Context: an optimization exercise on an open-source flow, tuned for a short achievable clock period and few clock cycles. The choices shown serve that exercise and are no tape-out recipe.
At most, simulation tests tie the RTL to the original design; equivalence was not proved.
No functional check of the RTL was part of runs 1 to 3.
No driver is modelled on the clock port, so clocking that relies on it looks cheaper here than on a real chip.
Power figures rest on the tool's default switching activity, not on a simulated workload.

## config.mk

```make
export PLATFORM = sky130hd
export DESIGN_NAME = SingleCycleProc
export DESIGN_NICKNAME = SingleCycleProc
export VERILOG_FILES = /design/flow/design.v
export SDC_FILE = /design/flow/constraint.sdc
export NUM_CORES = 4
export LEC_CHECK = 0
export ABC_CLOCK_PERIOD_IN_PS = 4000
export CAP_MARGIN = 20
export CORE_MARGIN = 2
export CORE_UTILIZATION = 35
export PLACE_DENSITY = 0.5
export SLEW_MARGIN = 20
```

## constraint.sdc

```tcl
create_clock -name core_clock -period 17.0 [get_ports {CLK}]
set_input_delay 3.4000 -clock core_clock [delete_from_list [all_inputs] [get_ports {CLK}]]
set_output_delay 3.4000 -clock core_clock [all_outputs]
set_load 0.01 [all_outputs]
```

## design.v

```verilog
module SingleCycleControl(IsLd, IsSt, IsAdd, IsSub, IsAnd, IsOrr, IsCBZ, IsB, Opcode);
   input [10:0] Opcode;
   output IsLd, IsSt, IsAdd, IsSub, IsAnd, IsOrr, IsCBZ, IsB;
   assign IsLd  = Opcode == 11'b11111000010;
   assign IsSt  = Opcode == 11'b11111000000;
   assign IsAdd = Opcode == 11'b10001011000;
   assign IsSub = Opcode == 11'b11001011000;
   assign IsAnd = Opcode == 11'b10001010000;
   assign IsOrr = Opcode == 11'b10101010000;
   assign IsCBZ = Opcode[10:3] == 8'b10110100;
   assign IsB   = Opcode[10:5] == 6'b000101;
endmodule
`timescale 1ns / 1ps
module ALUControl(ALUCtrl, ALUop, Opcode); 
  input [1:0] ALUop; 
  input [10:0] Opcode; 
  output reg [3:0] ALUCtrl; 
  always @(*) begin  
    ALUCtrl = 4'b0010;
    case(ALUop)
      2'b00: begin  
        ALUCtrl = 4'b0010;
      end
      2'b01: begin  
        ALUCtrl = 4'b0111;
      end
      2'b10: begin  
        if(Opcode == 11'b10001011000)
          ALUCtrl = 4'b0010;
        else if(Opcode == 11'b11001011000)
          ALUCtrl = 4'b0110;
        else if(Opcode == 11'b10001010000)
          ALUCtrl = 4'b0000;
        else if(Opcode == 11'b10101010000)
          ALUCtrl = 4'b0001;
      end
      default: ;
    endcase
  end
endmodule
`timescale 1ns / 1ps
module ALU(BusW, Zero, BusA, BusB, Cin, Logic, OrSel);
  output [63:0] BusW;
  output        Zero;
  input  [63:0] BusA, BusB;
  input         Cin;      
  input         Logic;    
  input         OrSel;    
  wire [63:0] sum  = BusA + BusB + {63'd0, Cin};
  wire [63:0] land = BusA & BusB;
  wire [63:0] lor  = BusA | BusB;
  assign BusW = Logic ? (OrSel ? lor : land) : sum;
  wire [63:0] p = BusA ^ BusB;
  wire [63:0] c = {BusA[62:0] | BusB[62:0], Cin};
  wire sumZero  = ~|(p ^ c);
  assign Zero = Logic ? (OrSel ? ~|lor : ~|land) : sumZero;
endmodule
`timescale 1ns / 1ps
module NextPClogic(BTarget, CTarget, PCPlus4, CurrentPC, Instr);
  output [63:0] BTarget, CTarget, PCPlus4;
  input  [63:0] CurrentPC;
  input  [31:0] Instr;
  assign PCPlus4 = CurrentPC + 64'd4;
  wire [28:0] blo = {1'b0, CurrentPC[27:0]} + {1'b0, Instr[25:0], 2'b00};
  wire [35:0] bhi  = CurrentPC[63:28];
  wire [35:0] bhi1, bhim;
  IncDec #(36) bid(bhi1, bhim, bhi);
  wire bs = Instr[25];
  assign BTarget = {(bs == blo[28]) ? bhi : (blo[28] ? bhi1 : bhim), blo[27:0]};
  wire [21:0] clo = {1'b0, CurrentPC[20:0]} + {1'b0, Instr[23:5], 2'b00};
  wire [42:0] chi  = CurrentPC[63:21];
  wire [42:0] chi1, chim;
  IncDec #(43) cid(chi1, chim, chi);
  wire cs = Instr[23];
  assign CTarget = {(cs == clo[21]) ? chi : (clo[21] ? chi1 : chim), clo[20:0]};
endmodule
module IncDec(Inc, Dec, X);
  parameter W = 8;
  output [W-1:0] Inc, Dec;
  input  [W-1:0] X;
  genvar i;
  generate
    for (i = 0; i < W; i = i + 1) begin : g_bit
      if (i == 0) begin : b0
        assign Inc[0] = ~X[0];
        assign Dec[0] = ~X[0];
      end else begin : bn
        assign Inc[i] = X[i] ^ (&X[i-1:0]);
        assign Dec[i] = X[i] ^ ~(|X[i-1:0]);
      end
    end
  endgenerate
endmodule
`timescale 1ns / 1ps
module SignExtender(BusImm, Imm32); 
  output reg [63:0] BusImm; 
  input [31:0] Imm32; 
  always @(*) begin
    if (Imm32[31:26] == 6'b000101)
      BusImm = {{38{Imm32[25]}}, Imm32[25:0]};
    else if (Imm32[31:24] == 8'b10110100)
      BusImm = {{45{Imm32[23]}}, Imm32[23:5]};
    else
      BusImm = {{55{Imm32[20]}}, Imm32[20:12]};
  end
endmodule
`timescale 1ns / 1ps
module RegisterFile(BusA, BusB, BusC, ZeroC, BusW, ZeroW, RA, RB, RC, RW, RegWr, Clk);
  output [63:0] BusA;
  output [63:0] BusB;
  output [63:0] BusC;
  output        ZeroC;
  input  [63:0] BusW;
  input         ZeroW;
  input  [4:0]  RA;
  input  [4:0]  RB;
  input  [4:0]  RC;
  input  [4:0]  RW;
  input         RegWr;
  input         Clk;
  reg [63:0] registers [30:0];
  reg [30:0] zflags;
  assign BusA  = (RA == 5'd31) ? 64'd0 : registers[RA];
  assign BusB  = (RB == 5'd31) ? 64'd0 : registers[RB];
  assign BusC  = (RC == 5'd31) ? 64'd0 : registers[RC];
  assign ZeroC = (RC == 5'd31) ? 1'b1  : zflags[RC];
  always @(posedge Clk)
    if (RegWr && RW != 5'd31) begin
      registers[RW] <= BusW;
      zflags[RW]    <= ZeroW;
    end
endmodule
module SingleCycleProc(CLK, Reset_L, startPC, currentPC, instruction, dMemAddr, dMemWriteData, dMemWrite, dMemOut);
   input CLK;
   input Reset_L;
   input [63:0] startPC;
   output [63:0] currentPC;
   input [31:0] instruction;    
   output [63:0] dMemAddr;      
   output [63:0] dMemWriteData;
   output 	 dMemWrite;
   input [63:0]  dMemOut;       
   reg [63:0] pcF;
   reg        xValid;           
   reg        xWr;              
   reg        xLd, xSt;
   reg        xCin, xLogic, xOr;
   reg [4:0]  xRd;
   reg [63:0] xA, xB, xSD;      
   reg [8:0]  xImm;             
   reg        btbV;             
   reg [61:0] btbPC, btbTgt;
   reg        cbzV;             
   reg [61:0] cbzPC, cbzPC1;    
   reg [61:0] cbzTgt;
   reg [4:0]  cbzRt;
   assign currentPC = pcF;
   wire [4:0] rm = instruction[20:16];
   wire [4:0] rn = instruction[9:5];
   wire [4:0] rt = instruction[4:0];
   wire isLd, isSt, isAdd, isSub, isAnd, isOrr, isCBZ, isB;
   SingleCycleControl control(isLd, isSt, isAdd, isSub, isAnd, isOrr, isCBZ, isB, instruction[31:21]);
   wire isR = isAdd | isSub | isAnd | isOrr;
   wire [63:0] aluRes;
   wire        aluZero;
   ALU mainALU(aluRes, aluZero, xA, xB, xCin, xLogic, xOr);
   wire [63:0] wData = xLd ? dMemOut : aluRes;
   wire        wZero = xLd ? ~|dMemOut : aluZero;
   wire        wEn   = xValid & xWr & Reset_L;
   wire [9:0]  aLo = {1'b0, xA[8:0]} + {1'b0, xImm};
   wire [54:0] aHi = xA[63:9];
   wire [54:0] aHiInc, aHiDec;
   IncDec #(55) aid(aHiInc, aHiDec, aHi);
   assign dMemAddr      = {(xImm[8] == aLo[9]) ? aHi : (aLo[9] ? aHiInc : aHiDec), aLo[8:0]};
   assign dMemWriteData = xSD;
   assign dMemWrite     = xValid & xSt & Reset_L;
   wire [63:0] rfA, rfB, rfC;
   wire        rfCZero;
   RegisterFile registers(rfA, rfB, rfC, rfCZero, wData, wZero, rn, rm, rt, xRd, wEn, CLK);
   wire fwd  = xValid & xWr;
   wire fwdA = fwd & (xRd == rn);
   wire fwdB = fwd & (xRd == rm);
   wire fwdC = fwd & (xRd == rt);
   wire [63:0] valA = fwdA ? wData : rfA;
   wire [63:0] valB = fwdB ? wData : rfB;
   wire [63:0] valC = fwdC ? wData : rfC;
   wire        zeroC = fwdC ? wZero : rfCZero;
   wire [63:0] bTarget, cTarget, pcPlus4;
   NextPClogic next(bTarget, cTarget, pcPlus4, pcF, instruction);
   wire cbzTaken = isCBZ & zeroC;
   wire btbHit = Reset_L & btbV & (pcPlus4[63:2] == btbPC);
   wire [63:0] fallPC = btbHit ? {btbTgt, 2'b00} : pcPlus4;
   wire cHit = Reset_L & cbzV & (pcPlus4[63:2] == cbzPC) & isR & (rt == cbzRt);
   wire [61:0] cFall = (btbV & (btbPC == cbzPC1)) ? btbTgt : cbzPC1;
   wire [63:0] fzC = {valA[62:0] | valB[62:0], 1'b0};
   wire fZero = isSub ? (valA == valB) :
                isAnd ? ~|(valA & valB) :
                isOrr ? ~|(valA | valB) :
                        ~|(valA ^ valB ^ fzC);
   wire [63:0] cNext = {(fZero ? cbzTgt : cFall), 2'b00};
   wire [63:0] nextPC = isB ? bTarget : (cbzTaken ? cTarget : (cHit ? cNext : fallPC));
   wire capture = (pcF == startPC);
   wire runF    = Reset_L | capture;
   always @(posedge CLK) begin
      pcF    <= runF ? nextPC : startPC;
      xValid <= runF;
      xWr    <= (isR | isLd) & (rt != 5'd31);
      xLd    <= isLd;
      xSt    <= isSt;
      xCin   <= isSub;
      xLogic <= isAnd | isOrr;
      xOr    <= isOrr;
      xRd    <= rt;
      xA     <= valA;
      xB     <= isSub ? ~valB : valB;
      xImm   <= instruction[20:12];
      xSD    <= valC;
      if (!Reset_L)
        cbzV <= 1'b0;
      else if (isCBZ & (rt != 5'd31)) begin
        cbzV   <= 1'b1;
        cbzPC  <= pcF[63:2];
        cbzPC1 <= pcPlus4[63:2];
        cbzTgt <= cTarget[63:2];
        cbzRt  <= rt;
      end
      if (!Reset_L)
        btbV <= 1'b0;
      else if (isB) begin
        btbV   <= 1'b1;
        btbPC  <= pcF[63:2];
        btbTgt <= bTarget[63:2];
      end
   end
endmodule
```

## flow/run.sh

```bash
#!/bin/bash
# The standard layout (the standard.sh, unchanged synthesis and steps),
# with ORFS's repair_timing asked for a larger setup margin, so that the
# resizer keeps working on paths well inside the design's clock period.
# The clock period and constraints are the design's own (constraint.sdc).
set -euo pipefail
bash standard.sh SETUP_SLACK_MARGIN=10.5 finish > standard_flow.log 2>&1
```

## standard.sh

```bash
#!/bin/bash
# synth_recipe.tcl (not shown) runs the flow's synth.tcl, then flattens the netlist and writes it again
# the make line also repeats each setting of config.mk as NAME=value (left out here)
make -C /OpenROAD-flow-scripts/flow DESIGN_CONFIG=/design/flow/config.mk WORK_HOME=/design/flow/orfs CLKGATE_MAP_FILE= SYNTH_SCRIPT=/design/flow/synth_recipe.tcl "${@:-finish}"
```

==> impl_metrics.tcl, run 1 <==
set metrics [dict create \
    outcome "complete, no violations" \
    path_cells "or3_4 -> nand2b_4 -> or3_4 -> or4_4 -> or3_4 -> or3_4 -> or4_4 -> nor3_4 -> nand3_1 -> nor2_1 -> a41oi_1 -> xnor2_1 -> buf_2" \
    p_leak_nw 63.5 \
    relSlewSlack_pct 17.4 \
    place_congestion 0.979 \
    holdBufCountCts 0 \
    hold_path_end "cbzV" \
    worstRegToRegCells 29 \
    ys_top_cells_by_area "edfxtp_1, mux4_2, dfxtp_1" \
    yosysUniqueCellTypes 107 \
    synth_top_family_by_area "multiplexers" \
    layout-drive-gt1-share_pct 31.9 \
    min_path_type "flip-flop to flip-flop" \
    finalCriticalPeriod_ns 8.15 \
    clk_path_buf_depth 4 \
    r2r-start "xA[18]" \
    setup.worst_path.end_class "primary output" \
    fin_nets 11800 \
    rsz0062_at_grt "yes" \
    clk_pin_slew_ns 0.09 \
    reg2reg_to "pcF[36]" \
    power_density_nw_per_um2 106 \
    cts_root_buf "clkbuf_16" \
    fin_tns_setup_ns 0 \
    synth_top_cell_by_area "edfxtp_1" \
    crit_arrival_ns 4.75 \
    grt_pass1_wl_um 1010000 \
    synth_warnings 2 \
    die_w_um 670 \
    min-delay-start "cbzV" \
    startpoint_type "flip-flop" \
    cts-buffers-inserted 315 \
    slowest_delay_ns 0.51 \
    netlist_area_um2 155000 \
    drtIter0Drc 18200 \
    path_class "flip-flop to primary output" \
    synth_xor_area_share_pct 3.92 \
    finalSetupViolCount 0 \
    final_antenna_net_count 0 \
    post-route-drc-count 0 \
    grt.total_usage_pct 32.7 \
    post-route-util_pct 42.5 \
    tritoncts "done" \
    synth_edf_count 2332 \
    cp_slowest_cell "or4_4" \
    required_ns 13.60 \
    finalHoldViolCount 0 \
    start_util_pct 35.2 \
    synth-simple-area-share_pct 6.52 \
    max_freq_ghz 0.123 \
    synthToLayoutAreaGrowth_pct 20.9 \
    drtPass1Iterations 6 \
    via_count 117000 \
    path_common_cell "or3_4" \
    slew_violations 0 \
    async_reset_ff_share_pct 0 \
    synthMuxAreaShare_pct 28.6 \
    ir_drop_v 0.0000787 \
    rows 244 \
    syn_avg_cell_area_um2 14.4 \
    avgViaCountPerCell 6.65 \
    worstSkewPairLatency_ns 1.02 \
    fin_skew_ns 0.0945 \
    period_share_pct 48.0 \
    dieArea_um2 449000 \
    synth.yosys.seq_area_share_pct 48.6 \
    worstMarginPinSlew_ns 1.24 \
    yosysTopAreaCellShare_pct 45.0 \
    dp_hpwl_um 468000 \
    grt_max_degree 84 \
    synth_compound_gate_area_share_pct 6.67 \
    synthCells 10800 \
    port_buffers 354 \
    grt_pass1_vias 114000 \
    ys.flop_type "edfxtp_1" \
    cts_sinks 2609 \
    crit_fanout 3 \
    rrSetupSlack_ns 9.09 \
    pin_count 355 \
    core_area_um2 442000 \
    antenna_found_initial 60 \
    htreeDepth 5 \
    syn_nets 11200 \
    dieHeight_um 670 \
    drv_cap 0 \
    overflow 0 \
    synth_seq_cells 2609 \
    drt-total-wl_um 756000 \
    wl_per_cell_um 43.0 \
    hold_depth 1 \
    synth-adder-area-share_pct 2.61 \
]
layout make-up:
type / count / area, um^2
diodes: 44 / 110
clock buffers: 416 / 8620
clock inverters: 159 / 1720
fillers: 39800 / 254000
inverters: 433 / 1690
multi-input cells: 6902 / 79100
flip-flops and latches: 2609 / 75600
well taps: 5904 / 7390
repair buffers: 1096 / 13600
repair inverters: 9 / 45.0
sequential cells by signal (all words and copies together), names as in the netlist, 62 cells and up:
signal and flops:
btbPC 62, xSD 64, cbzPC1 62, registers.registers 1984, pcF 64, btbTgt 62
cbzTgt 62, xB 64, xA 64, cbzPC 62
cells by family (layout without fill, tap and decap cells):
kind of cell / count (synthesis) / in the layout
buffers and inverters: 1262 / 2113
AND/OR/NAND/NOR: 2018 / 2022
XOR/XNOR: 678 / 678
flip-flops: 2609 / 2609
adder cells (fa/ha/maj): 321 / 321
multiplexers: 2274 / 2274
other: 0 / 44
AO/OA/AOI/OAI: 1605 / 1607
cell usage in the layout, fill, tap and decap left out, types with 285 or more instances in the layout:
| master | netlist | final |
|---|---|---|
| buf_4 | 9 | 446 |
| clkbuf_16 | 0 | 326 |
| edfxtp_1 | 2332 | 2332 |
| ha_1 | 315 | 285 |
| inv_1 | 431 | 398 |
| mux2i_1 | 461 | 394 |
| mux4_2 | 1719 | 1719 |
| nand2_1 | 617 | 606 |
| nor2_1 | 379 | 324 |
| o21ai_0 | 455 | 414 |
| xnor2_1 | 403 | 371 |
worst max-delay path, delay by kind of cell (launching register included):
family / cells / cell delay (ns)
compound gates: 1 / 0.06
xor+xnor: 1 / 0.27
flops: 1 / 0.37
simple gates: 10 / 2.86
buf+inv: 1 / 0.18
worst max-delay path by stage:
stage / to / depth (start not counted) / slack (ns) / start
global placement: pcF[44] / 18 / 5.25 / instruction[6]
finish: dMemAddr[63] / 13 / 8.85 / xA[41]
CTS: dMemAddr[44] / 13 / 8.80 / xA[27]
global route: dMemAddr[63] / 13 / 8.80 / xA[41]
detailed placement: pcF[44] / 21 / 5.33 / instruction[6]
floorplan: pcF[53] / 19 / 9.39 / instruction[5]
what timing repair did:
item                       in CTS  in global routing
setup buffers                 229                 51
gates cloned                  112                  5
gates resized for setup       975                249
setup endpoints to repair    1129                297
pin swaps                     106                 92
hold endpoints to repair        0                  0
per-stage QoR:
stage / total power [mW] / instances / hold WS, ns / worst slack (ns) / instance area (um^2)
3_5_place_dp: 12.5 / 16600 / 0.444 / 5.33 / 167000
3_3_place_gp: 12.4 / 16500 / 0.442 / 5.25 / 167000
2_1_floorplan: 10.3 / 10800 / 0.426 / 9.39 / 157000
4_1_cts: 19.8 / 17500 / 0.457 / 8.80 / 186000
5_1_grt: 20.4 / 17600 / 0.489 / 8.80 / 188000
6_report: 19.9 / 17600 / 0.453 / 8.85 / 188000
per-layer routing:
layer	up-vias	global-route usage (%)	routed length, um
met5	-	0	309
met4	30	16.1	46300
met3	1656	9.25	91000
met2	8456	49.2	330000
met1	61700	43.5	289000
li1	45000	-	-
where the power goes:
group          total, mW  leakage, nW  switching, mW  internal, mW
registers           7.96         23.3          0.137          7.82
clock network       6.95         5.04           2.96          3.99
logic               5.02         35.2           3.43          1.59
synth_stat cells, drive strengths merged (111+ instances only):
library cell	count
dfxtp	277
nor4	174
nand2	618
a21oi	305
mux2i	461
buf	296
a21o	111
nor3	139
xnor2	404
clkbuf	533
inv	432
edfxtp	2332
xor2	264
nand3	129
mux4	1719
ha	315
nand4	193
o21ai	467
nor2	380
==> inputs of run 2 (changes only) <==
--- a/design.v
+++ b/design.v
@@ -80,11 +80,24 @@
   input  [W-1:0] X;
-  genvar i;
+  wire [W-1:0] ones, zeros;
+  PrefixAnd #(W) po(ones, X);
+  PrefixAnd #(W) pz(zeros, ~X);
+  assign Inc = X ^ {ones[W-2:0], 1'b1};
+  assign Dec = X ^ {zeros[W-2:0], 1'b1};
+endmodule
+module PrefixAnd(P, X);
+  parameter W = 8;
+  localparam L = $clog2(W);
+  output [W-1:0] P;
+  input  [W-1:0] X;
+  wire [(L+1)*W-1:0] s;
+  assign s[W-1:0] = X;
+  genvar l, i;
   generate
-    for (i = 0; i < W; i = i + 1) begin : g_bit
-      if (i == 0) begin : b0
-        assign Inc[0] = ~X[0];
-        assign Dec[0] = ~X[0];
-      end else begin : bn
-        assign Inc[i] = X[i] ^ (&X[i-1:0]);
-        assign Dec[i] = X[i] ^ ~(|X[i-1:0]);
+    for (l = 0; l < L; l = l + 1) begin : g_lvl
+      for (i = 0; i < W; i = i + 1) begin : g_bit
+        if (i >= (1 << l)) begin : g_and
+          assign s[(l+1)*W+i] = s[l*W+i] & s[l*W+i-(1<<l)];
+        end else begin : g_pass
+          assign s[(l+1)*W+i] = s[l*W+i];
+        end
       end
@@ -92,2 +105,3 @@
   endgenerate
+  assign P = s[(L+1)*W-1:L*W];
 endmodule
==> flow/run.sh (replaced) <==
#!/bin/bash
# The standard layout (the standard.sh: unchanged synthesis and steps,
# the design's clock period and constraints in constraint.sdc), with two
# repair settings changed:
#  - MATCH_CELL_FOOTPRINT 0: the resizer may swap a cell for one with another
#    footprint (the port buffers ORFS inserts are clkdlybuf4s50_1 cells,
#    which otherwise can only be resized within their own footprint).
set -euo pipefail
bash standard.sh SETUP_SLACK_MARGIN=10.5 MATCH_CELL_FOOTPRINT=0 finish > standard_flow.log 2>&1
==> impl_metrics.tcl, run 2 <==
set metrics [dict create \
    outcome "complete, no violations" \
    place_congestion 0.981 \
    pin_count 355 \
    fin_skew_ns 0.0862 \
    max_freq_ghz 0.114 \
    post-synth-top-count-cell "edfxtp_1" \
    dieHeight_um 671 \
    rsz0062_at_grt "yes" \
    tritoncts "done" \
    ir_drop_v 0.0000804 \
    post-route-drc-count 0 \
    cts_sinks 2609 \
    synthToLayoutAreaGrowth_pct 22.7 \
    endpoint "dMemAddr[63]" \
    largest-register "registers.registers" \
    cts-buffers-inserted 321 \
    clk_pin_slew_ns 0.06 \
    synthCells 10800 \
    synth_edf_count 2332 \
    crit_fanout 5 \
    yosysTopAreaCellShare_pct 45.0 \
    rrSetupSlack_ns 9.03 \
    multiInputGateArea_um2 81000 \
    finalHoldViolCount 0 \
    fillers 39400 \
    fin_tns_setup_ns 0 \
    worstMarginPinSlew_ns 1.27 \
    setup.worst_path.end_class "primary output" \
    wl_per_cell_um 42.8 \
    synth.yosys.seq_area_share_pct 48.5 \
    yosysUniqueCellTypes 107 \
    critPathLaunch "xA[22]" \
    holdBufCountCts 0 \
    final_common_cell "edfxtp_1" \
    path_class "flip-flop to primary output" \
    grt_pass1_wl_um 1000000 \
    crit_arrival_ns 5.34 \
    finalSetupViolCount 0 \
    r2r-start "xA[1]" \
    slowest_delay_ns 0.74 \
    largest_reg_flops 1984 \
    grt_pass1_vias 114000 \
    grt.total_usage_pct 32.2 \
    synth_warnings 2 \
    worstRegToRegCells 35 \
    cp_slowest_cell "dfxtp_1" \
    synth_seq_cells 2609 \
    antenna_found_initial 43 \
    drv_cap 0 \
    async_reset_ff_share_pct 0 \
    setup_ws_ns 8.26 \
    core_area_um2 442000 \
    avgViaCountPerCell 6.62 \
    path_cells "nand3_1 -> nor4_4 -> buf_6 -> nand4_1 -> or4_4 -> nor4b_4 -> nand4_1 -> buf_6 -> or4_4 -> buf_6 -> buf_6 -> nor3_4 -> o21ai_4 -> xnor2_4 -> buf_6" \
    final_antenna_net_count 0 \
    syn_nets 11200 \
    relSlewSlack_pct 15.2 \
    drtIter0Drc 16600 \
    reg2reg_to "pcF[55]" \
    finalCriticalPeriod_ns 8.74 \
    drt-total-wl_um 754000 \
    fin_nets 11900 \
    synth_top_cell_by_area "edfxtp_1" \
    cts_root_buf "clkbuf_16" \
    drtPass1Iterations 6 \
    die_w_um 671 \
    slew_violations 0 \
    port_buffers 354 \
    dp_hpwl_um 465000 \
    power_density_nw_per_um2 107 \
    total_power_mw 20.5 \
    dieArea_um2 450000 \
    period_share_pct 51.4 \
    ys.flop_type "edfxtp_1" \
    layout-drive-gt1-share_pct 34.3 \
    via_count 117000 \
    overflow 0 \
    crit_buf_inv 5 \
    preCtsSetupSlack_ns 5.42 \
    syn_avg_cell_area_um2 14.5 \
    critPathTopFamily "simple AND/OR/NAND/NOR gates" \
    required_ns 13.60 \
    cp.depth 15 \
    netlist_area_um2 156000 \
    worstSkewPairLatency_ns 1.01 \
    final_cell_mix "edfxtp_1, mux4_2, nand2_1" \
    rows 244 \
    grt_max_degree 144 \
    clk_path_buf_depth 4 \
    path_common_cell "buf_6" \
    synthTopCellsByCount "edfxtp_1, mux4_2, nand2_1, mux2i_1, clkbuf_1" \
    min_path_type "flip-flop to flip-flop" \
    start_util_pct 35.2 \
    htreeDepth 5 \
    ys_top_cells_by_area "edfxtp_1, mux4_2, dfxtp_1" \
    startpoint_type "flip-flop" \
    p_leak_nw 63.4 \
    layout.area.seq_um2 75600 \
]
run 2: worst min-delay path by stage:
stage / start / cells past startpoint / to
6_report: cbzV / 1 / cbzV
3_3_place_gp: cbzV / 1 / cbzV
4_1_cts: cbzV / 1 / cbzV
2_1_floorplan: cbzV / 1 / cbzV
3_5_place_dp: cbzV / 1 / cbzV
5_1_grt: cbzV / 1 / cbzV
run 2: final cells by class:
cell class              count  area share (%)
multi-input cells        6899            42.4
inverters                 424           0.887
diodes                     25          0.0327
flip-flops and latches   2609            39.6
well taps                5904            3.87
repair inverters           19          0.0498
clock buffers             390            4.53
clock inverters           187            1.03
repair buffers           1169            7.60
run 2: stage by stage:
stage | instance area, um^2 | utilization, % | hold slack (ns) | std cells
2_1_floorplan | 158000 | - | 0.426 | 10800
3_3_place_gp | 167000 | 37.8 | 0.445 | 16500
5_1_grt | 191000 | 43.2 | 0.483 | 17600
4_1_cts | 187000 | 42.3 | 0.461 | 17400
3_5_place_dp | 167000 | 37.9 | 0.447 | 16500
6_report | 191000 | 43.2 | 0.456 | 17600
run 2: repair_timing:
item	CTS	global route
resized for setup	1139	549
gates cloned	119	34
buffers inserted	199	131
pin swaps	120	194
endpoints found under the setup margin	1032	311
run 2: metal layers:
layer	wire, um	vias to the layer above	track usage (%)
met1	290000	61700	42.9
met5	322	-	0.287
met3	79400	1678	7.33
li1	-	45200	-
met4	50300	22	17.8
met2	334000	8054	48.8
run 2: where the power goes:
| group | switching, mW | leakage, nW | internal, mW |
|---|---|---|---|
| Sequential | 0.155 | 23.3 | 7.87 |
| Clock | 2.99 | 5.14 | 4.13 |
| Combinational | 3.64 | 35.0 | 1.74 |
run 2: logic make-up after synthesis:
family / Yosys count / share of synthesized area [%]
buffers and inverters: 1250 / 3.19
AND/OR/NAND/NOR: 2058 / 6.66
adder cells (fa/ha/maj): 320 / 2.60
multiplexers: 2309 / 28.8
XOR/XNOR: 662 / 3.91
flip-flops: 2609 / 48.5
AO/OA/AOI/OAI: 1550 / 6.28
==> inputs of run 3 (changes only) <==
--- a/design.v
+++ b/design.v
@@ -163,3 +163,3 @@
    reg [63:0] xA, xB, xSD;      
-   reg [8:0]  xImm;             
+   reg [63:0] xAddr;            
    reg        btbV;             
@@ -183,7 +183,3 @@
    wire        wEn   = xValid & xWr & Reset_L;
-   wire [9:0]  aLo = {1'b0, xA[8:0]} + {1'b0, xImm};
-   wire [54:0] aHi = xA[63:9];
-   wire [54:0] aHiInc, aHiDec;
-   IncDec #(55) aid(aHiInc, aHiDec, aHi);
-   assign dMemAddr      = {(xImm[8] == aLo[9]) ? aHi : (aLo[9] ? aHiInc : aHiDec), aLo[8:0]};
+   assign dMemAddr      = xAddr;
    assign dMemWriteData = xSD;
@@ -201,2 +197,8 @@
    wire        zeroC = fwdC ? wZero : rfCZero;
+   wire [8:0]  imm9 = instruction[20:12];
+   wire [9:0]  aLo  = {1'b0, valA[8:0]} + {1'b0, imm9};
+   wire [54:0] aHi  = valA[63:9];
+   wire [54:0] aHiInc, aHiDec;
+   IncDec #(55) aid(aHiInc, aHiDec, aHi);
+   wire [63:0] addrF = {(imm9[8] == aLo[9]) ? aHi : (aLo[9] ? aHiInc : aHiDec), aLo[8:0]};
    wire [63:0] bTarget, cTarget, pcPlus4;
@@ -208,13 +210,15 @@
    wire [61:0] cFall = (btbV & (btbPC == cbzPC1)) ? btbTgt : cbzPC1;
-   wire [63:0] fzC = {valA[62:0] | valB[62:0], 1'b0};
-   wire fZero = isSub ? (valA == valB) :
-                isAnd ? ~|(valA & valB) :
-                isOrr ? ~|(valA | valB) :
-                        ~|(valA ^ valB ^ fzC);
-   wire [63:0] cNext = {(fZero ? cbzTgt : cFall), 2'b00};
-   wire [63:0] nextPC = isB ? bTarget : (cbzTaken ? cTarget : (cHit ? cNext : fallPC));
+   wire [63:0] fzX = valA ^ valB;
+   wire [63:0] fzC = {valA[62:0] | valB[62:0], 1'b0} & {64{isAdd}};
+   wire [63:0] fzT = (isAdd | isSub) ? (fzX ^ fzC) :
+                     isAnd ? (valA & valB) : (valA | valB);
+   wire fZero = ~|fzT;
+   wire foldTaken = cHit & fZero;
    wire capture = (pcF == startPC);
    wire runF    = Reset_L | capture;
+   wire [63:0] seqPC  = cHit ? {cFall, 2'b00} : fallPC;
+   wire [63:0] nextPC = isB ? bTarget : (cbzTaken ? cTarget : seqPC);
+   wire [63:0] pcD    = foldTaken ? {cbzTgt, 2'b00} : (runF ? nextPC : startPC);
    always @(posedge CLK) begin
-      pcF    <= runF ? nextPC : startPC;
+      pcF    <= pcD;
       xValid <= runF;
@@ -229,3 +233,3 @@
       xB     <= isSub ? ~valB : valB;
-      xImm   <= instruction[20:12];
+      xAddr  <= addrF;
       xSD    <= valC;
==> impl_metrics.tcl, run 3 <==
set metrics [dict create \
    outcome "complete, no violations" \
    power_switching_mw 6.69 \
    avgViaCountPerCell 6.76 \
    place_congestion 1.03 \
    drv_cap 0 \
    grt_max_degree 138 \
    final_antenna_net_count 0 \
    largest-register "registers.registers" \
    drtPass1Iterations 8 \
    period_share_pct 48.8 \
    dieHeight_um 679 \
    power_switching_share_pct 32.8 \
    rsz0062_at_grt "yes" \
    cp_slowest_cell "a221oi_4" \
    netlist_area_um2 159000 \
    drt-total-wl_um 813000 \
    start_util_pct 35.2 \
    fin_nets 12800 \
    synth.yosys.seq_area_share_pct 48.1 \
    cts_root_buf "clkbuf_16" \
    synth_edf_count 2330 \
    relSlewSlack_pct 8.60 \
    pin_count 355 \
    async_reset_ff_share_pct 0 \
    drtIter0Drc 20600 \
    min_path_type "flip-flop to flip-flop" \
    htreeDepth 5 \
    max_freq_ghz 0.120 \
    startpoint_type "input port" \
    power_density_nw_per_um2 107 \
    place_area_um2 171000 \
    fin_skew_ns 0.105 \
    port_buffers 354 \
    p_leak_nw 64.6 \
    clk_pin_slew_ns 0.06 \
    wl_per_cell_um 43.8 \
    antenna_found_initial 67 \
    layout-drive-gt1-share_pct 28.7 \
    rows 247 \
    dp_hpwl_um 516000 \
    final_area_um2 191000 \
    synth_warnings 2 \
    fin_tns_setup_ns 0 \
    final_common_cell "edfxtp_1" \
    finalHoldViolCount 0 \
    cts-buffers-inserted 321 \
    core_area_um2 453000 \
    final_cell_mix "edfxtp_1, mux4_2, nand2_1" \
    finalCriticalPeriod_ns 8.30 \
    worstMarginPinSlew_ns 1.37 \
    yosysUniqueCellTypes 127 \
    path_class "input port to flip-flop" \
    syn_nets 12100 \
    crit_arrival_ns 9.15 \
    synthTopCellsByCount "edfxtp_1, mux4_2, nand2_1, o21ai_0, nor2_1" \
    overflow 0 \
    syn_avg_cell_area_um2 13.7 \
    cts_sinks 2664 \
    ir_drop_v 0.0000954 \
    synthCells 11700 \
    grt_pass1_wl_um 1070000 \
    p_clk_share_pct 35.7 \
    ys_top_cells_by_area "edfxtp_1, mux4_2, dfxtp_1" \
    largest_reg_flops 1984 \
    die_w_um 679 \
    p_int_mw 13.7 \
    finalSetupViolCount 0 \
    holdBufCountCts 0 \
    yosysTopAreaCellShare_pct 43.9 \
    grt_pass1_vias 119000 \
    clk_path_buf_depth 4 \
    synth_top_cell_by_area "edfxtp_1" \
    total_power_mw 20.4 \
    via_count 125000 \
    crit_fanout 39 \
    post-synth-top-count-cell "edfxtp_1" \
    worstSkewPairLatency_ns 1.01 \
    rrSetupSlack_ns 8.93 \
    dieArea_um2 461000 \
    layout.area.seq_um2 76700 \
    slowest_delay_ns 0.55 \
    multiInputGateArea_um2 80700 \
    ys.flop_type "edfxtp_1" \
    required_ns 17.85 \
    post-route-drc-count 0 \
    grt.total_usage_pct 33.9 \
    seq_power_share_pct 39.4 \
    tritoncts "done" \
    path_common_cell "nor2_1" \
    fillers 40900 \
    slew_violations 0 \
    path_cells "buf_16 -> inv_6 -> buf_4 -> mux2i_1 -> o21ai_0 -> a221oi_4 -> nor2_1 -> nor2_1 -> inv_1 -> ha_1 -> nor4_1 -> nand2_1 -> o21a_1 -> nor2_1 -> o21ai_1 -> a211oi_4 -> clkbuf_16 -> buf_12 -> inv_16 -> mux2_4" \
    synthToLayoutAreaGrowth_pct 20.1 \
    setup.worst_path.end_class "flip-flop" \
    combPwrFrac_pct 24.9 \
    synth_seq_cells 2664 \
]
-- run 3: worst max-delay path, delay by kind of cell --
family | cells | cell delay (ns)
buf+inv | 7 | 1.89
compound gates | 5 | 1.35
simple gates | 5 | 1.24
mux | 2 | 0.54
fa+ha+maj | 1 | 0.26
-- run 3: worst paths after layout --
check                                     from       to  cells after the start
worst max-delay path            instruction[7]  pcF[15]                     20
worst min-delay path                cbzTgt[29]  pcF[31]                      2
worst max register to register          xB[13]  pcF[15]                     25
worst min register to register      cbzTgt[29]  pcF[31]                      2
-- run 3: timing repair --
item,in CTS,in global routing
endpoints found under the setup margin,981,243
setup buffers,132,156
gates resized for setup,631,407
pin swaps,62,129
cloned,80,17
-- run 3: cell families (layout without fill, tap and decap cells) --
family / Yosys count / after routing / synth area share [%]
other: 0 / 42 / 0
AO/OA/AOI/OAI: 2098 / 2100 / 8.65
buffers and inverters: 1307 / 2192 / 3.44
XOR/XNOR: 627 / 627 / 3.53
flip-flops: 2664 / 2664 / 48.1
multiplexers: 2181 / 2181 / 26.0
AND/OR/NAND/NOR: 2458 / 2458 / 7.73
adder cells (fa/ha/maj): 321 / 321 / 2.54
-- run 3: layout make-up --
cell class                 instances  area share (%)
antenna                           42          0.0549
clock buffer                     414            4.63
clock inverter                   176            1.09
inverter                         441           0.924
multi-input combinational       7687            42.2
sequential                      2664            40.1
tap                             5976            3.91
timing repair buffer            1147            7.05
timing repair inverter            14          0.0589
-- run 3: per-stage QoR --
stage	hold WS, ns	util, %	worst slack [ns]	cells
global placement	0.427	37.7	4.77	17500
global route	0.461	42.2	8.81	18500
detailed placement	0.436	37.8	4.81	17500
CTS	0.431	41.4	8.80	18300
finish	0.451	42.2	8.70	18600
floorplan	0.418	-	7.96	11700
-- run 3: power groups by stage --
| stage | combinational (mW) | sequential [mW] | clock, mW |
|---|---|---|---|
| detailed placement | 4.49 | 8.16 | 0 |
| global route | 5.23 | 8.03 | 7.59 |
| finish | 5.09 | 8.03 | 7.28 |
| global placement | 4.45 | 8.16 | 0 |
| CTS | 4.74 | 8.02 | 7.34 |
| floorplan | 2.33 | 8.12 | 0 |
-- run 3: layer usage --
| metal | vias up | wire length (um) | GRT usage (%) |
|---|---|---|---|
| met1 | 65600 | 310000 | 45.4 |
| li1 | 48300 | - | - |
| met4 | 28 | 47900 | 16.7 |
| met3 | 1766 | 104000 | 10.2 |
| met5 | - | 189 | 0 |
| met2 | 9675 | 350000 | 50.1 |
==> inputs of run 4 (changes only) <==
--- a/design.v
+++ b/design.v
@@ -65,4 +65,4 @@
   wire [35:0] bhi  = CurrentPC[63:28];
-  wire [35:0] bhi1, bhim;
-  IncDec #(36) bid(bhi1, bhim, bhi);
+  wire [35:0] bhi1 = bhi + 36'd1;
+  wire [35:0] bhim = bhi - 36'd1;
   wire bs = Instr[25];
@@ -71,37 +71,6 @@
   wire [42:0] chi  = CurrentPC[63:21];
-  wire [42:0] chi1, chim;
-  IncDec #(43) cid(chi1, chim, chi);
+  wire [42:0] chi1 = chi + 43'd1;
+  wire [42:0] chim = chi - 43'd1;
   wire cs = Instr[23];
   assign CTarget = {(cs == clo[21]) ? chi : (clo[21] ? chi1 : chim), clo[20:0]};
-endmodule
-module IncDec(Inc, Dec, X);
-  parameter W = 8;
-  output [W-1:0] Inc, Dec;
-  input  [W-1:0] X;
-  wire [W-1:0] ones, zeros;
-  PrefixAnd #(W) po(ones, X);
-  PrefixAnd #(W) pz(zeros, ~X);
-  assign Inc = X ^ {ones[W-2:0], 1'b1};
-  assign Dec = X ^ {zeros[W-2:0], 1'b1};
-endmodule
-module PrefixAnd(P, X);
-  parameter W = 8;
-  localparam L = $clog2(W);
-  output [W-1:0] P;
-  input  [W-1:0] X;
-  wire [(L+1)*W-1:0] s;
-  assign s[W-1:0] = X;
-  genvar l, i;
-  generate
-    for (l = 0; l < L; l = l + 1) begin : g_lvl
-      for (i = 0; i < W; i = i + 1) begin : g_bit
-        if (i >= (1 << l)) begin : g_and
-          assign s[(l+1)*W+i] = s[l*W+i] & s[l*W+i-(1<<l)];
-        end else begin : g_pass
-          assign s[(l+1)*W+i] = s[l*W+i];
-        end
-      end
-    end
-  endgenerate
-  assign P = s[(L+1)*W-1:L*W];
 endmodule
@@ -163,9 +132,2 @@
    reg [63:0] xA, xB, xSD;      
-   reg [63:0] xAddr;            
-   reg        btbV;             
-   reg [61:0] btbPC, btbTgt;
-   reg        cbzV;             
-   reg [61:0] cbzPC, cbzPC1;    
-   reg [61:0] cbzTgt;
-   reg [4:0]  cbzRt;
    assign currentPC = pcF;
@@ -183,3 +145,3 @@
    wire        wEn   = xValid & xWr & Reset_L;
-   assign dMemAddr      = xAddr;
+   assign dMemAddr      = aluRes;
    assign dMemWriteData = xSD;
@@ -197,8 +159,2 @@
    wire        zeroC = fwdC ? wZero : rfCZero;
-   wire [8:0]  imm9 = instruction[20:12];
-   wire [9:0]  aLo  = {1'b0, valA[8:0]} + {1'b0, imm9};
-   wire [54:0] aHi  = valA[63:9];
-   wire [54:0] aHiInc, aHiDec;
-   IncDec #(55) aid(aHiInc, aHiDec, aHi);
-   wire [63:0] addrF = {(imm9[8] == aLo[9]) ? aHi : (aLo[9] ? aHiInc : aHiDec), aLo[8:0]};
    wire [63:0] bTarget, cTarget, pcPlus4;
@@ -206,19 +162,8 @@
    wire cbzTaken = isCBZ & zeroC;
-   wire btbHit = Reset_L & btbV & (pcPlus4[63:2] == btbPC);
-   wire [63:0] fallPC = btbHit ? {btbTgt, 2'b00} : pcPlus4;
-   wire cHit = Reset_L & cbzV & (pcPlus4[63:2] == cbzPC) & isR & (rt == cbzRt);
-   wire [61:0] cFall = (btbV & (btbPC == cbzPC1)) ? btbTgt : cbzPC1;
-   wire [63:0] fzX = valA ^ valB;
-   wire [63:0] fzC = {valA[62:0] | valB[62:0], 1'b0} & {64{isAdd}};
-   wire [63:0] fzT = (isAdd | isSub) ? (fzX ^ fzC) :
-                     isAnd ? (valA & valB) : (valA | valB);
-   wire fZero = ~|fzT;
-   wire foldTaken = cHit & fZero;
+   wire [63:0] nextPC = isB ? bTarget : (cbzTaken ? cTarget : pcPlus4);
    wire capture = (pcF == startPC);
    wire runF    = Reset_L | capture;
-   wire [63:0] seqPC  = cHit ? {cFall, 2'b00} : fallPC;
-   wire [63:0] nextPC = isB ? bTarget : (cbzTaken ? cTarget : seqPC);
-   wire [63:0] pcD    = foldTaken ? {cbzTgt, 2'b00} : (runF ? nextPC : startPC);
+   wire [63:0] dImm = {{55{instruction[20]}}, instruction[20:12]};
    always @(posedge CLK) begin
-      pcF    <= pcD;
+      pcF    <= runF ? nextPC : startPC;
       xValid <= runF;
@@ -232,21 +177,4 @@
       xA     <= valA;
-      xB     <= isSub ? ~valB : valB;
-      xAddr  <= addrF;
+      xB     <= (isLd | isSt) ? dImm : (isSub ? ~valB : valB);
       xSD    <= valC;
-      if (!Reset_L)
-        cbzV <= 1'b0;
-      else if (isCBZ & (rt != 5'd31)) begin
-        cbzV   <= 1'b1;
-        cbzPC  <= pcF[63:2];
-        cbzPC1 <= pcPlus4[63:2];
-        cbzTgt <= cTarget[63:2];
-        cbzRt  <= rt;
-      end
-      if (!Reset_L)
-        btbV <= 1'b0;
-      else if (isB) begin
-        btbV   <= 1'b1;
-        btbPC  <= pcF[63:2];
-        btbTgt <= bTarget[63:2];
-      end
    end
==> run.sh (new file) <==
#!/bin/bash
# synth_recipe.tcl (not shown) runs the flow's synth.tcl, then flattens the netlist and writes it again
# the make line also repeats each setting of config.mk as NAME=value (left out here)
make -C /OpenROAD-flow-scripts/flow DESIGN_CONFIG=/design/flow/config.mk WORK_HOME=/design/flow/orfs CLKGATE_MAP_FILE= SYNTH_SCRIPT=/design/flow/synth_recipe.tcl finish
--- a/config.mk
+++ b/config.mk
@@ -12,2 +12,3 @@
 export PLACE_DENSITY = 0.5
+export SETUP_SLACK_MARGIN = 1.0
 export SLEW_MARGIN = 20
removed: flow/run.sh
removed: standard.sh
==> impl_metrics.tcl, run 4 <==
set metrics [dict create \
    hold_path_end "registers.zflags[29]" \
    htreeDepth 5 \
    synth_edf_count 2060 \
    layout-drive-gt1-share_pct 25.2 \
    drtIter0Drc 14000 \
    relSlewSlack_pct 10.7 \
    synth_top_cell_by_area "edfxtp_1" \
    post-route-drc-count 0 \
    ir_drop_v 0.0000928 \
    p_leak_nw 51.7 \
    yosysTopAreaCellShare_pct 45.4 \
    worstRegToRegCells 23 \
    crit_arrival_ns 10.55 \
    netlist_area_um2 136000 \
    hold_depth 2 \
    final_cell_mix "edfxtp_1, mux4_2, nand2_1" \
    synthToLayoutAreaGrowth_pct 14.2 \
    dr_wl_met2_um 251000 \
    worstSkewPairLatency_ns 0.98 \
    core_area_um2 389000 \
    via_count 96600 \
    crit_fanout 37 \
    min_path_type "flip-flop to flip-flop" \
    post_cts_buffers 0 \
    die_w_um 628 \
    setup.worst_path.end_class "flip-flop" \
    reg2reg_to "pcF[62]" \
    post-route-util_pct 40.1 \
    outcome "complete, no violations" \
    dieHeight_um 628 \
    post-synth-top-count-cell "edfxtp_1" \
    startpoint_type "input port" \
    required_ns 17.64 \
    drv_cap 0 \
    place_congestion 0.952 \
    holdBufCountCts 0 \
    final_common_cell "edfxtp_1" \
    cts_sinks 2283 \
    antenna_found_initial 31 \
    avgViaCountPerCell 6.47 \
    cts_resized 0 \
    synthCells 9323 \
    fin_tns_setup_ns 0 \
    dieArea_um2 395000 \
    cts-buffers-inserted 282 \
    grt.total_usage_pct 27.5 \
    syn_nets 9744 \
    period_share_pct 58.3 \
    fillers 35600 \
    syn_avg_cell_area_um2 14.6 \
    ys.flop_type "edfxtp_1" \
    rows 229 \
    fin_nets 9934 \
    grt_max_degree 116 \
    overflow 0 \
    synth.yosys.seq_area_share_pct 48.6 \
    dp_hpwl_um 355000 \
    async_reset_ff_share_pct 0 \
    largest-register "registers.registers" \
    slew_violations 0 \
    finalCriticalPeriod_ns 9.91 \
    final_antenna_net_count 0 \
    min-delay-start "registers.zflags[29]" \
    power_density_nw_per_um2 113 \
    tritoncts "done" \
    met3_length_um 58500 \
    path_class "input port to flip-flop" \
    grt_pass1_wl_um 768000 \
    clk_pin_slew_ns 0.06 \
    synth_seq_cells 2283 \
    drt-met1-wl_um 227000 \
    rrSetupSlack_ns 9.33 \
    grt_pass1_vias 94300 \
    drt-total-wl_um 559000 \
    finalHoldViolCount 0 \
    r2r-start "pcF[2]" \
    largest_reg_flops 1984 \
    yosysUniqueCellTypes 95 \
    start_util_pct 35.1 \
    port_buffers 354 \
    clk_path_buf_depth 4 \
    finalSetupViolCount 0 \
    pin_count 355 \
    synth_warnings 2 \
    top_layer_used "met5" \
    rsz0062_at_grt "no" \
    cts_root_buf "clkbuf_16" \
    worstMarginPinSlew_ns 1.30 \
    ys_top_cells_by_area "edfxtp_1, mux4_2, mux2i_1" \
    synthTopCellsByCount "edfxtp_1, mux4_2, mux2i_1, nand2_1, clkbuf_1" \
    drtPass1Iterations 8 \
    fin_skew_ns 0.124 \
    max_freq_ghz 0.101 \
    wl_per_cell_um 37.4 \
]
[run 4: layer usage]
metal  up-vias  track usage, %
li1      38700               -
met1     51100            38.0
met2      5776            42.2
met3      1008            6.68
met4         6            9.69
met5         -               0
[run 4: critical path, stage by stage]
cell,delay [ns]
buf_8,0.19
ha_1,0.28
fa_1,0.43
a211o_1,0.29
a211oi_1,0.32
nor3_1,0.17
o21ai_0,0.23
o211ai_1,0.27
a41oi_1,0.38
o21ai_0,0.26
a31oi_4,0.23
buf_4,0.43
ha_1,0.38
nor2b_1,0.15
o21ai_1,0.18
a21oi_1,0.12
o31ai_1,0.76
o22ai_1,0.28
o221ai_1,0.40
o211ai_1,0.21
o41ai_1,0.44
o21ai_0,0.19
xor2_1,0.17
a221o_1,0.29
[run 4: kinds of logic after synthesis]
| group | after synthesis | synth area share (%) |
|---|---|---|
| mux | 2229 | 30.9 |
| fa+ha+maj | 259 | 2.41 |
| simple gates | 1411 | 4.74 |
| compound gates | 1729 | 7.99 |
| xor+xnor | 353 | 2.28 |
| buf+inv | 1059 | 3.03 |
| flops | 2283 | 48.6 |
[run 4: how the worst max path moves through the flow]
stage | startpoint | end | slack, ns | cells after the start
finish | instruction[0] | pcF[62] | 7.09 | 24
global route | instruction[0] | pcF[62] | 6.71 | 24
CTS | instruction[3] | pcF[62] | 7.16 | 23
detailed placement | instruction[0] | pcF[62] | 6.20 | 24
global placement | instruction[3] | pcF[62] | 6.07 | 23
floorplan | instruction[0] | pcF[28] | 7.22 | 12
[run 4: per-stage QoR]
step	instances	hold WS, ns	cell area (um^2)	setup slack [ns]	total power, mW
after global placement	14400	0.557	146000	6.07	11.4
after floorplan	9323	0.537	136000	7.22	9.42
after CTS	14900	0.583	156000	7.16	17.6
final	14900	0.579	156000	7.09	17.6
after detailed placement	14400	0.569	146000	6.20	11.4
after global routing	14900	0.596	156000	6.71	18.1
[run 4: cell type report]
class	count	area [um^2]	share of cell area, %
antenna	19	47.5	0.0305
clock buffer	354	7680	4.93
clock inverter	146	1610	1.03
inverter	330	1250	0.801
multi-input combinational	5981	66300	42.6
sequential	2283	66300	42.6
tap	5197	6500	4.18
timing repair buffer	635	5910	3.79
[run 4: report_power, final]
group	internal, mW	switching (mW)
Sequential	6.94	0.110
Clock	3.65	2.55
Combinational	1.39	2.96
Total	12.0	5.62
Testbench counts of run 4, summed over its fixed seeds: cycles 51,124.
==> inputs of run 5 (changes only) <==
--- a/design.v
+++ b/design.v
@@ -65,4 +65,4 @@
   wire [35:0] bhi  = CurrentPC[63:28];
-  wire [35:0] bhi1 = bhi + 36'd1;
-  wire [35:0] bhim = bhi - 36'd1;
+  wire [35:0] bhi1, bhim;
+  IncDec #(36) bid(bhi1, bhim, bhi);
   wire bs = Instr[25];
@@ -71,6 +71,37 @@
   wire [42:0] chi  = CurrentPC[63:21];
-  wire [42:0] chi1 = chi + 43'd1;
-  wire [42:0] chim = chi - 43'd1;
+  wire [42:0] chi1, chim;
+  IncDec #(43) cid(chi1, chim, chi);
   wire cs = Instr[23];
   assign CTarget = {(cs == clo[21]) ? chi : (clo[21] ? chi1 : chim), clo[20:0]};
+endmodule
+module IncDec(Inc, Dec, X);
+  parameter W = 8;
+  output [W-1:0] Inc, Dec;
+  input  [W-1:0] X;
+  wire [W-1:0] ones, zeros;
+  PrefixAnd #(W) po(ones, X);
+  PrefixAnd #(W) pz(zeros, ~X);
+  assign Inc = X ^ {ones[W-2:0], 1'b1};
+  assign Dec = X ^ {zeros[W-2:0], 1'b1};
+endmodule
+module PrefixAnd(P, X);
+  parameter W = 8;
+  localparam L = (W > 64) ? 7 : (W > 32) ? 6 : (W > 16) ? 5 : (W > 8) ? 4 : (W > 4) ? 3 : (W > 2) ? 2 : 1;
+  output [W-1:0] P;
+  input  [W-1:0] X;
+  wire [(L+1)*W-1:0] s;
+  assign s[W-1:0] = X;
+  genvar l, i;
+  generate
+    for (l = 0; l < L; l = l + 1) begin : g_lvl
+      for (i = 0; i < W; i = i + 1) begin : g_bit
+        if (i >= (1 << l)) begin : g_and
+          assign s[(l+1)*W+i] = s[l*W+i] & s[l*W+i-(1<<l)];
+        end else begin : g_pass
+          assign s[(l+1)*W+i] = s[l*W+i];
+        end
+      end
+    end
+  endgenerate
+  assign P = s[(L+1)*W-1:L*W];
 endmodule
@@ -127,4 +158,6 @@
    reg        xValid;           
+   reg        xFold;            
    reg        xWr;              
-   reg        xLd, xSt;
+   reg        xLd;
+   reg        xStore;           
    reg        xCin, xLogic, xOr;
@@ -132,2 +165,12 @@
    reg [63:0] xA, xB, xSD;      
+   reg [8:0]  xALo;             
+   reg [54:0] xAHi;             
+   reg [54:0] xAOnes, xAZeros;
+   reg        xAInc, xADec;     
+   reg        btbV;             
+   reg [61:0] btbPC, btbTgt;
+   reg        cbzV;             
+   reg [61:0] cbzPC, cbzPC1;    
+   reg [61:0] cbzTgt;
+   reg [4:0]  cbzRt;
    assign currentPC = pcF;
@@ -145,5 +188,6 @@
    wire        wEn   = xValid & xWr & Reset_L;
-   assign dMemAddr      = aluRes;
+   assign dMemAddr = {xAHi ^ (({xAOnes[53:0], 1'b1} & {55{xAInc}}) |
+                              ({xAZeros[53:0], 1'b1} & {55{xADec}})), xALo};
    assign dMemWriteData = xSD;
-   assign dMemWrite     = xValid & xSt & Reset_L;
+   assign dMemWrite     = xStore & Reset_L;
    wire [63:0] rfA, rfB, rfC;
@@ -159,2 +203,10 @@
    wire        zeroC = fwdC ? wZero : rfCZero;
+   wire [8:0]  imm9 = instruction[20:12];
+   wire [9:0]  aLo  = {1'b0, valA[8:0]} + {1'b0, imm9};
+   wire [54:0] aHi  = valA[63:9];
+   wire [54:0] aOnes, aZeros;
+   PrefixAnd #(55) apo(aOnes, aHi);
+   PrefixAnd #(55) apz(aZeros, ~aHi);
+   wire aInc = aLo[9] & ~imm9[8];    
+   wire aDec = ~aLo[9] & imm9[8];    
    wire [63:0] bTarget, cTarget, pcPlus4;
@@ -162,12 +214,19 @@
    wire cbzTaken = isCBZ & zeroC;
-   wire [63:0] nextPC = isB ? bTarget : (cbzTaken ? cTarget : pcPlus4);
+   wire btbHit = Reset_L & btbV & (pcPlus4[63:2] == btbPC);
+   wire [63:0] fallPC = btbHit ? {btbTgt, 2'b00} : pcPlus4;
+   wire cHit = Reset_L & cbzV & (pcPlus4[63:2] == cbzPC) & isR & (rt == cbzRt);
+   wire [61:0] cFall = (btbV & (btbPC == cbzPC1)) ? btbTgt : cbzPC1;
+   wire foldMiss = Reset_L & xValid & xFold & aluZero;
    wire capture = (pcF == startPC);
    wire runF    = Reset_L | capture;
-   wire [63:0] dImm = {{55{instruction[20]}}, instruction[20:12]};
+   wire [63:0] seqPC  = cHit ? {cFall, 2'b00} : fallPC;
+   wire [63:0] nextPC = isB ? bTarget : (cbzTaken ? cTarget : seqPC);
+   wire [63:0] pcD    = foldMiss ? {cbzTgt, 2'b00} : (runF ? nextPC : startPC);
    always @(posedge CLK) begin
-      pcF    <= runF ? nextPC : startPC;
-      xValid <= runF;
+      pcF    <= pcD;
+      xValid <= runF & ~foldMiss;
+      xFold  <= cHit;
       xWr    <= (isR | isLd) & (rt != 5'd31);
       xLd    <= isLd;
-      xSt    <= isSt;
+      xStore <= runF & ~foldMiss & isSt;
       xCin   <= isSub;
@@ -177,4 +236,26 @@
       xA     <= valA;
-      xB     <= (isLd | isSt) ? dImm : (isSub ? ~valB : valB);
+      xB     <= isSub ? ~valB : valB;
+      xALo    <= aLo[8:0];
+      xAHi    <= aHi;
+      xAOnes  <= aOnes;
+      xAZeros <= aZeros;
+      xAInc   <= aInc;
+      xADec   <= aDec;
       xSD    <= valC;
+      if (!Reset_L)
+        cbzV <= 1'b0;
+      else if (isCBZ & (rt != 5'd31)) begin
+        cbzV   <= 1'b1;
+        cbzPC  <= pcF[63:2];
+        cbzPC1 <= pcPlus4[63:2];
+        cbzTgt <= cTarget[63:2];
+        cbzRt  <= rt;
+      end
+      if (!Reset_L)
+        btbV <= 1'b0;
+      else if (isB) begin
+        btbV   <= 1'b1;
+        btbPC  <= pcF[63:2];
+        btbTgt <= bTarget[63:2];
+      end
    end
==> flow/run.sh (new file) <==
#!/bin/bash
# The standard layout (the standard.sh: unchanged synthesis and steps,
# the design's clock period and constraints in constraint.sdc), with these
# changes to how the layout is optimised:
#  - MATCH_CELL_FOOTPRINT 0: the resizer may swap a cell for one with another
#    footprint (the port buffers ORFS inserts are clkdlybuf4s50_1 cells,
#    which otherwise can only be resized within their own footprint);
#  - POST_CTS_TCL flow/eco.tcl: after CTS, the AND gate that drives
#    dMemWrite's output buffer takes Reset_L straight from its input buffer
#    (see eco.tcl).
# Each tool's full output is in the ORFS logs under orfs/logs; make's own
# output goes to standard_flow.log.
set -euo pipefail
bash standard.sh SETUP_SLACK_MARGIN=10.5 MATCH_CELL_FOOTPRINT=0 POST_CTS_TCL="$PWD/flow/eco.tcl" finish > standard_flow.log 2>&1
==> flow/eco.tcl (new file) <==
# Run by ORFS at the end of CTS (POST_CTS_TCL). The Reset_L -> dMemWrite
# path (input buffer, the AND gate that blocks stores during reset, output
# buffer) is the design's critical path; ORFS's buffer tree for Reset_L's
# fanout puts extra buffers in it. This connects the AND gate's Reset_L
# input straight to Reset_L's input buffer. The logic is unchanged: only
# buffers are bypassed.
proc eco_reset_path {} {
  set block [ord::get_db_block]
  set rnet [$block findNet Reset_L]
  if {$rnet eq "NULL"} { puts "ECO: no Reset_L net"; return }
  set inbuf ""
  foreach it [$rnet getITerms] { if {[$it isInputSignal]} { set inbuf [$it getInst] } }
  if {$inbuf eq ""} { puts "ECO: no Reset_L input buffer"; return }
  set rbuf_net ""
  foreach it [$inbuf getITerms] { if {[$it isOutputSignal]} { set rbuf_net [$it getNet] } }
  if {$rbuf_net eq "" || $rbuf_net eq "NULL"} { puts "ECO: input buffer has no output net"; return }
  set onet [$block findNet dMemWrite]
  if {$onet eq "NULL"} { puts "ECO: no dMemWrite net"; return }
  set obuf ""
  foreach it [$onet getITerms] { if {[$it isOutputSignal]} { set obuf [$it getInst] } }
  if {$obuf eq ""} { puts "ECO: no dMemWrite output buffer"; return }
  set gnet ""
  foreach it [$obuf getITerms] { if {[$it isInputSignal]} { set gnet [$it getNet] } }
  if {$gnet eq "" || $gnet eq "NULL"} { puts "ECO: output buffer has no input net"; return }
  set gate ""
  foreach it [$gnet getITerms] { if {[$it isOutputSignal]} { set gate [$it getInst] } }
  if {$gate eq ""} { puts "ECO: no gate before the output buffer"; return }
  puts "ECO: inbuf [$inbuf getName] ([[$inbuf getMaster] getName]); gate [$gate getName] ([[$gate getMaster] getName]); obuf [$obuf getName]"
  foreach it [$gate getITerms] {
    if {![$it isInputSignal]} continue
    set n [$it getNet]
    set hops 0
    while {$n ne "" && $n ne "NULL" && [$n getName] ne [$rbuf_net getName] && $hops < 6} {
      set drv ""
      foreach d [$n getITerms] { if {[$d isOutputSignal]} { set drv [$d getInst] } }
      if {$drv eq ""} break
      set m [[$drv getMaster] getName]
      if {![regexp {__(buf|clkbuf)_[0-9]+$} $m]} break
      set nn ""
      foreach d [$drv getITerms] { if {[$d isInputSignal]} { set nn [$d getNet] } }
      set n $nn
      incr hops
    }
    if {$n ne "" && $n ne "NULL" && [$n getName] eq [$rbuf_net getName] && $hops > 0} {
      puts "ECO: reconnect [$gate getName]/[[$it getMTerm] getName] from [[$it getNet] getName] to [$rbuf_net getName] ($hops buffers skipped)"
      $it disconnect
      $it connect $rbuf_net
    }
  }
}
eco_reset_path
==> standard.sh (new file) <==
#!/bin/bash
# synth_recipe.tcl (not shown) runs the flow's synth.tcl, then flattens the netlist and writes it again
# the make line also repeats each setting of config.mk as NAME=value (left out here)
make -C /OpenROAD-flow-scripts/flow DESIGN_CONFIG=/design/flow/config.mk WORK_HOME=/design/flow/orfs CLKGATE_MAP_FILE= SYNTH_SCRIPT=/design/flow/synth_recipe.tcl "${@:-finish}"
--- a/config.mk
+++ b/config.mk
@@ -12,3 +12,2 @@
 export PLACE_DENSITY = 0.5
-export SETUP_SLACK_MARGIN = 1.0
 export SLEW_MARGIN = 20
removed: run.sh
==> impl_metrics.tcl, run 5 <==
set metrics [dict create \
    outcome "complete, no violations" \
    seq_power_share_pct 40.9 \
    grt_pass1_vias 117000 \
    via_count 122000 \
    grt.total_usage_pct 33.5 \
    die_w_um 673 \
    period_share_pct 42.1 \
    synth.yosys.seq_area_share_pct 49.6 \
    post-route-drc-count 0 \
    crit_fanout 2 \
    largest_reg_flops 1984 \
    antenna_found_initial 75 \
    synthToLayoutAreaGrowth_pct 18.2 \
    core_area_um2 446000 \
    preCtsSetupSlack_ns 7.06 \
    syn_avg_cell_area_um2 13.9 \
    grt_pass1_wl_um 1040000 \
    yosysUniqueCellTypes 108 \
    finalHoldViolCount 0 \
    place_area_um2 169000 \
    startpoint_type "input port" \
    dieArea_um2 454000 \
    synth_edf_count 2330 \
    stdcell_count 18000 \
    netlist_area_um2 157000 \
    start_util_pct 35.2 \
    ir_drop_v 0.0000777 \
    slew_violations 0 \
    relSlewSlack_pct 10.6 \
    path_class "input port to primary output" \
    dieHeight_um 673 \
    final_area_um2 185000 \
    place_inst 17100 \
    synth_seq_cells 2719 \
    drt-total-wl_um 789000 \
    max_freq_ghz 0.140 \
    power_switching_mw 6.33 \
    drtPass1Iterations 7 \
    ys.flop_type "edfxtp_1" \
    p_int_mw 13.5 \
    synth_top_cell_by_area "edfxtp_1" \
    synthTopCellsByCount "edfxtp_1, mux4_2, nand2_1, mux2i_1, clkbuf_1" \
    yosysTopAreaCellShare_pct 44.6 \
    finalSetupViolCount 0 \
    largestRegisters "registers.registers x1984, xB x64, xSD x64" \
    drv_cap 0 \
    setup.worst_path.end_class "primary output" \
    layout-drive-gt1-share_pct 27.3 \
    setup_ws_ns 9.84 \
    p_leak_nw 62.1 \
    synthCells 11300 \
    p_clk_share_pct 36.7 \
    fillers 40600 \
    drtIter0Drc 20000 \
    final_cell_mix "edfxtp_1, mux4_2, nand2_1" \
    fin_nets 12100 \
    async_reset_ff_share_pct 0 \
    post-synth-top-count-cell "edfxtp_1" \
    final_antenna_net_count 0 \
    finalCriticalPeriod_ns 7.16 \
    pin_count 355 \
    synth_warnings 2 \
    rsz0062_at_grt "yes" \
    total_power_mw 19.8 \
    rows 245 \
    grt_max_degree 146 \
    tritoncts "done" \
    dp_hpwl_um 508000 \
    overflow 0 \
    cts_sinks 2719 \
    largest-register "registers.registers" \
    required_ns 13.60 \
    place_congestion 1.02 \
    crit_arrival_ns 3.76 \
    wl_per_cell_um 43.8 \
    avgViaCountPerCell 6.79 \
    final_common_cell "edfxtp_1" \
    syn_nets 11700 \
    fin_skew_ns 0.125 \
    worstSkewPairLatency_ns 1.03 \
    power_switching_share_pct 31.9 \
    power_density_nw_per_um2 107 \
    worstMarginPinSlew_ns 1.31 \
    ys_top_cells_by_area "edfxtp_1, mux4_2, dfxtp_1" \
    port_buffers 354 \
    fin_tns_setup_ns 0 \
    min_path_type "flip-flop to flip-flop" \
    combPwrFrac_pct 22.4 \
    clk_pin_slew_ns 0.06 \
]
-- run 5: worst paths after layout --
| path | start | depth (start not counted) | to | slack [ns] |
|---|---|---|---|---|
| setup / recovery | Reset_L | 3 | dMemWrite | 9.84 |
| hold / removal | cbzTgt[1] | 1 | pcF[3] | 0.47 |
| setup reg to reg | pcF[25] | 16 | pcF[56] | 10.38 |
| hold reg to reg | cbzTgt[1] | 1 | pcF[3] | 0.47 |
-- run 5: power groups by stage --
stage          Clock, mW  Sequential [mW]  Combinational, mW
6_report            7.28             8.11               4.44
3_5_place_dp           0             8.24               4.09
3_3_place_gp           0             8.24               4.04
2_1_floorplan          0             8.19               2.11
5_1_grt             7.60             8.11               4.54
-- run 5: cells by family (layout without fill, tap and decap cells) --
group,after synthesis,in the layout,synth area share [%]
buffers and inverters,1248,1969,3.24
multiplexers,2121,2122,25.6
AND/OR/NAND/NOR,2312,2315,7.48
flip-flops,2719,2719,49.6
XOR/XNOR,569,569,3.43
other,0,43,0
AO/OA/AOI/OAI,2143,2143,9.17
adder cells (fa/ha/maj),192,192,1.56
-- run 5: layer usage --
layer	wire length (um)	vias to the layer above	global-route usage, %	share of wire, %
met1	302000	64000	44.8	38
met5	133	-	0	0.017
met4	48000	20	17.0	6.1
met3	99900	1886	10.3	13
li1	-	47000	-	-
met2	338000	9378	49.2	43
-- run 5: layout make-up --
cell class | instances | area [um^2] | share of cell area, %
Multi-Input combinational cell | 7341 | 77100 | 41.6
Sequential cell | 2719 | 77800 | 41.9
Timing Repair Buffer | 1012 | 10800 | 5.84
Timing Repair inverter | 1 | 5.00 | 0.00270
Antenna cell | 43 | 108 | 0.0580
Tap cell | 5928 | 7420 | 4.00
Clock inverter | 182 | 1930 | 1.04
Inverter | 358 | 1400 | 0.755
Clock buffer | 416 | 8960 | 4.83
-- run 5: worst max-delay path, cell delays in order --
cell,delay [ns]
buf_8,0.11
and2_4,0.13
buf_6,0.11
-- run 5: through the flow --
step           util (%)  hold slack [ns]
2_1_floorplan         -            0.426
3_3_place_gp       37.8            0.438
3_5_place_dp       37.9            0.455
5_1_grt            41.6            0.486
6_report           41.6            0.469
Testbench counts of run 5, summed over its fixed seeds: cycles 47,632.

==> what the ideal ports hide <==
In the flow no input, the clock included, has a driving cell. The finished layouts below were timed again as built, in two steps. Step 1 assumes that a clkbuf_16 drives the clock port and a buf_2 every other input. Step 2 moves the port delays by t, midway between the first and last clock arrival at a register: inputs arrive t later, outputs are due t later. That takes back most of the time a late clock gives input paths. Three values: no drivers, after step 1, after step 2; two values: the first two.
| run | shift t [ns] | slack for setup (ns) | worst setup path at the end | worst register clock-pin slew, ns | worst data-port slew with drivers (ns) |
|---|---|---|---|---|---|
| run 1 | 1.087 | 8.848 / 8.436 / 7.348 | input to register | 0.09 / 0.09 | 0.77 |
| run 2 | 1.079 | 8.260 / 8.147 / 7.536 | input to register | 0.08 / 0.08 | 0.49 |
| run 3 | 1.093 | 8.700 / 8.426 / 7.333 | input to register | 0.07 / 0.07 | 0.63 |
| run 4 | 1.028 | 7.089 / 7.152 / 6.123 | input to register | 0.07 / 0.07 | 0.17 |
| run 5 | 1.093 | 9.844 / 9.805 / 8.971 | input to register | 0.07 / 0.07 | 0.55 |
After both steps every run listed still meets setup and hold. The setup slack of run 1, which loses most, moves by -0.412 ns with the drivers and by -1.500 ns with both steps.
